What follows belongs to an exercise in optimizing a design on an open flow for small area, a short achievable clock period and few clock cycles per item; a production flow would make more cautious choices. The RTL was checked by simulation tests, not by an equivalence proof against the original design.

Design sin, start of the top module:
module sin (
    input  logic        clk,
    input  logic        rst_n,
    input  logic [15:0] x,
    input  logic        start,
    output logic [15:0] result,
    output logic        done
);
logic [4:1]  st;
logic [14:0] ra, bnext;
logic [7:0]  b_one, b_two, n_one, n_two;
logic [6:0]  b_neg, n_neg;
logic [12:0] t1;
logic [15:0] acc, p, m3;
logic [2:0]  m3r;
always_ff @(posedge clk or negedge rst_n) begin
    if (!rst_n) begin
        st <= 4'b0000;
    end else begin
        st <= {st[3:1], done & start};
    end
end
assign done = ~|st;
sin_coeff_lut lut (.x(x[14:0]), .m3(m3));
assign acc = st[4] ? result : 16'h0000;
sin_datapath datapath (.ma(ra), .b_one(b_one), .b_two(b_two), .b_neg(b_neg), .acc(acc), .p(p),
                       .a(ra), .t1(t1));
always_comb begin
    if (st[1])      bnext = {2'b00, t1};
    else if (st[2]) bnext = 15'h0666;
    else if (done)  bnext = x[14:0];
    else            bnext = result[14:0];
end
sin_booth_enc enc (.b(bnext), .one(n_one), .two(n_two), .neg(n_neg));
always_ff @(posedge clk) begin
    ra    <= done ? x[14:0] : p[14:0];
    b_one <= n_one;
    b_two <= n_two;
    b_neg <= n_neg;
    m3r   <= m3[2:0];
end
always_ff @(posedge clk) begin
    if (st[1] | st[4]) result <= p;
    if (st[3])         result <= {1'b0, x[14:0]} - {1'b0, ra} - {13'b0, m3r};
end
endmodule
export LEC_CHECK = 0
export CAP_MARGIN = 20
export CORE_MARGIN = 2
export CORE_UTILIZATION = 40
export SETUP_SLACK_MARGIN = 3.5
export SLEW_MARGIN = 20
export SYNTH_HIERARCHICAL = 1
export SYNTH_MINIMUM_KEEP_SIZE = 0
create_clock -name core_clock -period 9.5 [get_ports {clk}]
run.sh (not shown) runs the stock make flow with config.mk's settings and CLKGATE_MAP_FILE= SYNTH_SCRIPT=/design/flow/synth_recipe.tcl, a recipe that flattens the netlist after the stock synthesis.
Testbench counts at the start, summed over its fixed seeds: cycles 1,920, items 384.
Edit:
--- a/flow/design.v
+++ b/flow/design.v
@@ -385,21 +385,19 @@
 sin_fa u252 (.a(s223), .b(c198), .c(c222), .s(s252), .co(c252));
 wire s253, c253;
 sin_fa u253 (.a(s225), .b(c199), .c(c224), .s(s253), .co(c253));
 wire s254 = ~(s226 ^ c225);
 wire c255 = s226 | c225;
 wire s256 = ~(acc[15] ^ c226);
 wire c257 = acc[15] | c226;
 wire [30:0] pa = {s256, s254, s253, s252, s251, s250, s249, s248, s247, s246, s245, s244, s243, s242, s241, s240, s239, s238, s237, s236, s235, s234, s233, s232, s231, s230, s229, s228, s227, pp2, pp1};
 wire [30:0] pb = {c255, c253, c252, c251, c250, c249, c248, c247, c246, c245, c244, c243, c242, c241, c240, c239, c238, c237, c236, c235, c234, c233, c232, c231, c230, c229, c228, c227, b_neg[1], 1'b0, b_neg[0]};
-wire [30:0] ps;
-assign ps[14:0] = 15'd0;
-sin_add31 add (.a(pa), .b(pb), .s(ps[30:15]));
+wire [30:0] ps = pa + pb;
 assign p = ps[30:15];
 wire s100001, c100001;
 sin_ha u100001 (.a(a[12]), .b(a[10]), .s(s100001), .co(c100001));
 wire s100002, c100002;
 sin_fa u100002 (.a(a[13]), .b(a[11]), .c(a[9]), .s(s100002), .co(c100002));
 wire s100003, c100003;
 sin_fa u100003 (.a(a[14]), .b(a[12]), .c(a[10]), .s(s100003), .co(c100003));
 wire s100004, c100004;
 sin_ha u100004 (.a(a[13]), .b(a[11]), .s(s100004), .co(c100004));
@@ -544,37 +542,28 @@
 module sin_ha (
     input  logic a,
     input  logic b,
     output logic s,
     output logic co
 );
 assign s  = a ^ b;
 assign co = a & b;
 endmodule
-module sin_add31 (
-    input  logic [30:0] a,
-    input  logic [30:0] b,
-    output logic [15:0] s
-);
-logic [30:0] sum;
-assign sum = a + b;
-assign s = sum[30:15];
-endmodule
 module sin (
     input  logic        clk,
     input  logic        rst_n,
     input  logic [15:0] x,
     input  logic        start,
     output logic [15:0] result,
     output logic        done
 );
 logic [4:1]  st;
-logic [14:0] ra, bnext;
+logic [14:0] ra, rx, bnext;
 logic [7:0]  b_one, b_two, n_one, n_two;
 logic [6:0]  b_neg, n_neg;
 logic [12:0] t1;
 logic [15:0] acc, p, m3;
 logic [2:0]  m3r;
 always_ff @(posedge clk or negedge rst_n) begin
     if (!rst_n) begin
         st <= 4'b0000;
     end else begin
@@ -584,31 +573,35 @@
 assign done = ~|st;
 sin_coeff_lut lut (.x(x[14:0]), .m3(m3));
 assign acc = st[4] ? result : 16'h0000;
 sin_datapath datapath (.ma(ra), .b_one(b_one), .b_two(b_two), .b_neg(b_neg), .acc(acc), .p(p),
                        .a(ra), .t1(t1));
 always_comb begin
     if (st[1])      bnext = {2'b00, t1};
     else if (st[2]) bnext = 15'h0666;
     else if (done)  bnext = x[14:0];
-    else            bnext = result[14:0];
+    else            bnext = rx;
 end
 sin_booth_enc enc (.b(bnext), .one(n_one), .two(n_two), .neg(n_neg));
 always_ff @(posedge clk) begin
     ra    <= done ? x[14:0] : p[14:0];
     b_one <= n_one;
     b_two <= n_two;
     b_neg <= n_neg;
     m3r   <= m3[2:0];
 end
 always_ff @(posedge clk) begin
-    if (st[1] | st[4]) result <= p;
-    if (st[3])         result <= {1'b0, x[14:0]} - {1'b0, ra} - {13'b0, m3r};
+    if (done) begin
+        if (start) result <= {1'b0, x[14:0]};
+    end
+    if (st[1]) rx <= p[14:0];
+    if (st[3]) result <= result - {1'b0, ra} - {13'b0, m3r};
+    if (st[4]) result <= p;
 end
 endmodule
 module sin_booth_enc (
     input  logic [14:0] b,
     output logic [7:0]  one,
     output logic [7:0]  two,
     output logic [6:0]  neg
 );
 logic [16:0] e;
Global-route usage goes up by 0.86 points. Synthesized cell count rises by 2.7%. Area after synthesis grows by 3.8%. Register-to-register slack loses 0.13 ns.
Testbench counts after the change, summed over its fixed seeds: cycles 1,920, items 384.


## JK
Another version of the RTL of sin (not shown whole).
For scale: about 1400 cells after synthesis, about 36 I/O pins, roughly 13000 µm² of cells after synthesis.
==> module sin_coeff_lut, before the edit <==
module sin_coeff_lut (
    input  logic [14:0] x,
    output logic [15:0] m3,
    output logic [3:0]  m2,
    output logic        m2ok
);
assign m3 = 16'(x >= 15'h657c) + 16'(x >= 15'h6df4) + 16'(x >= 15'h745c)
          + 16'(x >= 15'h799a) + 16'(x >= 15'h7e1c);
logic [15:1] t;
assign t[1] = x >= 15'h2a96;
assign t[2] = x >= 15'h3063;
assign t[3] = x >= 15'h3443;
assign t[4] = x >= 15'h3756;
assign t[5] = x >= 15'h39bc;
assign t[6] = x >= 15'h3bf5;
assign t[7] = x >= 15'h3dd5;
assign t[8] = x >= 15'h3f54;
assign t[9] = x >= 15'h40ea;
assign t[10] = x >= 15'h425e;
assign t[11] = x >= 15'h4382;
assign t[12] = x >= 15'h449e;
assign t[13] = x >= 15'h45b0;
assign t[14] = x >= 15'h46ba;
assign t[15] = x >= 15'h47bc;
assign m2[0] = (t[1] & ~t[2]) | (t[3] & ~t[4]) | (t[5] & ~t[6]) | (t[7] & ~t[8]) | (t[9] & ~t[10]) | (t[11] & ~t[12]) | (t[13] & ~t[14]) | t[15];
assign m2[1] = (t[2] & ~t[4]) | (t[6] & ~t[8]) | (t[10] & ~t[12]) | t[14];
assign m2[2] = (t[4] & ~t[8]) | t[12];
assign m2[3] = t[8];
assign m2ok = x < 15'h48b8;
endmodule
==> module sin, before the edit <==
module sin (
    input  logic        clk,
    input  logic        rst_n,
    input  logic [15:0] x,
    input  logic        start,
    output logic [15:0] result,
    output logic        done
);
logic [4:1]  st;
logic [14:0] ra, bnext;
logic [7:0]  b_one, b_two, n_one, n_two;
logic [6:0]  b_neg, n_neg;
logic [12:0] t1;
logic [15:0] acc, p, m3, rslow;
logic        selp;
logic [2:0]  m3r;
logic [3:0]  m2s, m2r;
logic        m2ok;
logic        zero, lng, med, lngr, medr;
assign zero = x[14:0] < 15'h0748;     
assign lng  = ~m2ok;                  
assign med  = ~zero & ~lng;           
always_ff @(posedge clk) begin
    lngr <= lng;
    medr <= med;
end
always_ff @(posedge clk or negedge rst_n) begin
    if (!rst_n) begin
        st <= 4'b0000;
    end else begin
        st <= {st[3], st[2] & lngr, st[1], done & start & ~zero};
    end
end
assign done = ~|st;
sin_coeff_lut lut (.x(x[14:0]), .m3(m3), .m2(m2s), .m2ok(m2ok));
assign acc = (st[4] | (st[2] & medr)) ? result : 16'h0000;
sin_datapath datapath (.ma(ra), .b_one(b_one), .b_two(b_two), .b_neg(b_neg), .acc(acc), .cadd(st[2] & medr), .p(p),
                       .a(ra), .t1(t1));
always_comb begin
    if (st[1])      bnext = {2'b00, t1};
    else if (st[2]) bnext = 15'h0666;
    else if (done)  bnext = x[14:0];
    else            bnext = result[14:0];
end
sin_booth_enc enc (.b(bnext), .one(n_one), .two(n_two), .neg(n_neg));
assign selp = (st[1] & lngr) | (st[2] & medr) | st[4];
sin_rsel rsel (.start(done & start), .med(st[1] & medr), .x(x[14:0]), .result(result), .ra(ra),
               .m2(m2r), .m3(m3r), .r(rslow));
always_ff @(posedge clk) begin
    ra    <= done ? x[14:0] : p[14:0];
    b_one <= n_one;
    b_two <= n_two;
    b_neg <= n_neg ^ {7{st[1] & medr}};    
    m3r   <= m3[2:0];
    m2r   <= m2s;
end
always_ff @(posedge clk) begin
    if ((done & start) | (st[1] & medr) | st[3] | selp) result <= selp ? p : rslow;
end
endmodule
==> module sin_rsel, before the edit <==
module sin_rsel (
    input  logic        start,
    input  logic        med,
    input  logic [14:0] x,
    input  logic [15:0] result,
    input  logic [14:0] ra,
    input  logic [3:0]  m2,
    input  logic [2:0]  m3,
    output logic [15:0] r
);
always_comb begin
    if (start)    r = {1'b0, x};
    else if (med) r = result + {12'b0, m2};
    else          r = {1'b0, x} - {1'b0, ra} - {13'b0, m3};
end
endmodule
Settings: LEC_CHECK=0, CAP_MARGIN=20, CORE_MARGIN=2, CORE_UTILIZATION=40, SETUP_SLACK_MARGIN=4.0, SLEW_MARGIN=20, SYNTH_HIERARCHICAL=1, SYNTH_MINIMUM_KEEP_SIZE=0; clock period 9.5 ns.
Testbench counts of JK, summed over its fixed seeds: cycles 1,428, items 384.
Inputs modified between JK and MS:
--- a/flow/design.v
+++ b/flow/design.v
@@ -1,35 +1,12 @@
 module sin_coeff_lut (
     input  logic [14:0] x,
-    output logic [15:0] m3,
-    output logic [3:0]  m2,
-    output logic        m2ok
+    output logic [15:0] m3
 );
 assign m3 = 16'(x >= 15'h657c) + 16'(x >= 15'h6df4) + 16'(x >= 15'h745c)
           + 16'(x >= 15'h799a) + 16'(x >= 15'h7e1c);
-logic [15:1] t;
-assign t[1] = x >= 15'h2a96;
-assign t[2] = x >= 15'h3063;
-assign t[3] = x >= 15'h3443;
-assign t[4] = x >= 15'h3756;
-assign t[5] = x >= 15'h39bc;
-assign t[6] = x >= 15'h3bf5;
-assign t[7] = x >= 15'h3dd5;
-assign t[8] = x >= 15'h3f54;
-assign t[9] = x >= 15'h40ea;
-assign t[10] = x >= 15'h425e;
-assign t[11] = x >= 15'h4382;
-assign t[12] = x >= 15'h449e;
-assign t[13] = x >= 15'h45b0;
-assign t[14] = x >= 15'h46ba;
-assign t[15] = x >= 15'h47bc;
-assign m2[0] = (t[1] & ~t[2]) | (t[3] & ~t[4]) | (t[5] & ~t[6]) | (t[7] & ~t[8]) | (t[9] & ~t[10]) | (t[11] & ~t[12]) | (t[13] & ~t[14]) | t[15];
-assign m2[1] = (t[2] & ~t[4]) | (t[6] & ~t[8]) | (t[10] & ~t[12]) | t[14];
-assign m2[2] = (t[4] & ~t[8]) | t[12];
-assign m2[3] = t[8];
-assign m2ok = x < 15'h48b8;
 endmodule
 module sin_datapath (
     input  logic [14:0] ma,
     input  logic [7:0]  b_one,
     input  logic [7:0]  b_two,
     input  logic [6:0]  b_neg,
@@ -744,20 +721,17 @@
 );
 logic [4:1]  st;
 logic [14:0] ra, bnext;
 logic [7:0]  b_one, b_two, n_one, n_two;
 logic [6:0]  b_neg, n_neg;
 logic [12:0] t1;
-logic [15:0] acc, p, m3, rslow;
-logic        selp;
+logic [15:0] acc, p, m3;
 logic [2:0]  m3r;
-logic [3:0]  m2s, m2r;
-logic        m2ok;
 logic        zero, lng, med, lngr, medr;
 assign zero = x[14:0] < 15'h0748;     
-assign lng  = ~m2ok;                  
+assign lng  = x[14:0] >= 15'h2a96;    
 assign med  = ~zero & ~lng;           
 always_ff @(posedge clk) begin
     lngr <= lng;
     medr <= med;
 end
 always_ff @(posedge clk or negedge rst_n) begin
@@ -765,36 +739,34 @@
         st <= 4'b0000;
     end else begin
         st <= {st[3], st[2] & lngr, st[1], done & start & ~zero};
     end
 end
 assign done = ~|st;
-sin_coeff_lut lut (.x(x[14:0]), .m3(m3), .m2(m2s), .m2ok(m2ok));
+sin_coeff_lut lut (.x(x[14:0]), .m3(m3));
 assign acc = (st[4] | (st[2] & medr)) ? result : 16'h0000;
 sin_datapath datapath (.ma(ra), .b_one(b_one), .b_two(b_two), .b_neg(b_neg), .acc(acc), .cadd(st[2] & medr), .p(p),
                        .a(ra), .t1(t1));
 always_comb begin
     if (st[1])      bnext = {2'b00, t1};
     else if (st[2]) bnext = 15'h0666;
     else if (done)  bnext = x[14:0];
     else            bnext = result[14:0];
 end
 sin_booth_enc enc (.b(bnext), .one(n_one), .two(n_two), .neg(n_neg));
-assign selp = (st[1] & lngr) | (st[2] & medr) | st[4];
-sin_rsel rsel (.start(done & start), .med(st[1] & medr), .x(x[14:0]), .result(result), .ra(ra),
-               .m2(m2r), .m3(m3r), .r(rslow));
 always_ff @(posedge clk) begin
     ra    <= done ? x[14:0] : p[14:0];
     b_one <= n_one;
     b_two <= n_two;
     b_neg <= n_neg ^ {7{st[1] & medr}};    
     m3r   <= m3[2:0];
-    m2r   <= m2s;
 end
 always_ff @(posedge clk) begin
-    if ((done & start) | (st[1] & medr) | st[3] | selp) result <= selp ? p : rslow;
+    if (done & start) result <= {1'b0, x[14:0]};
+    if ((st[1] & lngr) | (st[2] & medr) | st[4]) result <= p;
+    if (st[3])         result <= {1'b0, x[14:0]} - {1'b0, ra} - {13'b0, m3r};
 end
 endmodule
 module sin_booth_enc (
     input  logic [14:0] b,
     output logic [7:0]  one,
     output logic [7:0]  two,
@@ -807,22 +779,6 @@
         one[i] = e[2*i+1] ^ e[2*i];
         two[i] = (e[2*i+2] & ~e[2*i+1] & ~e[2*i]) | (~e[2*i+2] & e[2*i+1] & e[2*i]);
     end
     for (int i = 0; i < 7; i++) neg[i] = e[2*i+2];
 end
 endmodule
-module sin_rsel (
-    input  logic        start,
-    input  logic        med,
-    input  logic [14:0] x,
-    input  logic [15:0] result,
-    input  logic [14:0] ra,
-    input  logic [3:0]  m2,
-    input  logic [2:0]  m3,
-    output logic [15:0] r
-);
-always_comb begin
-    if (start)    r = {1'b0, x};
-    else if (med) r = result + {12'b0, m2};
-    else          r = {1'b0, x} - {1'b0, ra} - {13'b0, m3};
-end
-endmodule
==> summary.txt <==
JK -> MS: worst setup slack flat
MS against JK: detail-routed via count per cell now sits higher; final-layout worst hold slack now sits higher.
JK has higher die footprint than MS.
Testbench counts of MS, summed over its fixed seeds: cycles 1,600, items 384.

## what the ideal ports hide
In the flow no input, the clock included, has a driving cell. The finished layouts below were timed again as built, in two steps.
Step 1, drivers: a clkbuf_16 drives clk and a buf_2 each remaining input, both assumed.
Step 2, shift: input delay + t, output delay - t, t = (earliest + latest rising clock arrival at the registers) / 2. This alone moves slack from input paths to output paths.
Three values: ideal, step 1, step 2; two values: the first two.
run	t, ns	setup slack, ns	worst setup path at the end	clock arrival spread, ns	pins driven straight from the clock port
the first run of note 1	0.366	3.807 / 3.807 / 3.807	register to register	0.013 / 0.013	1
the second run of note 1	0.377	3.680 / 3.680 / 3.680	register to register	0.013 / 0.014	1
JK	0.370	4.111 / 4.111 / 4.015	input to register	0.008 / 0.008	1
MS	0.381	4.111 / 4.111 / 4.111	register to register	0.009 / 0.008	1
After both steps setup and hold are still met in every run listed. The setup slack of JK, which loses most, moves by 0.000 ns with the drivers and by -0.096 ns with both steps.
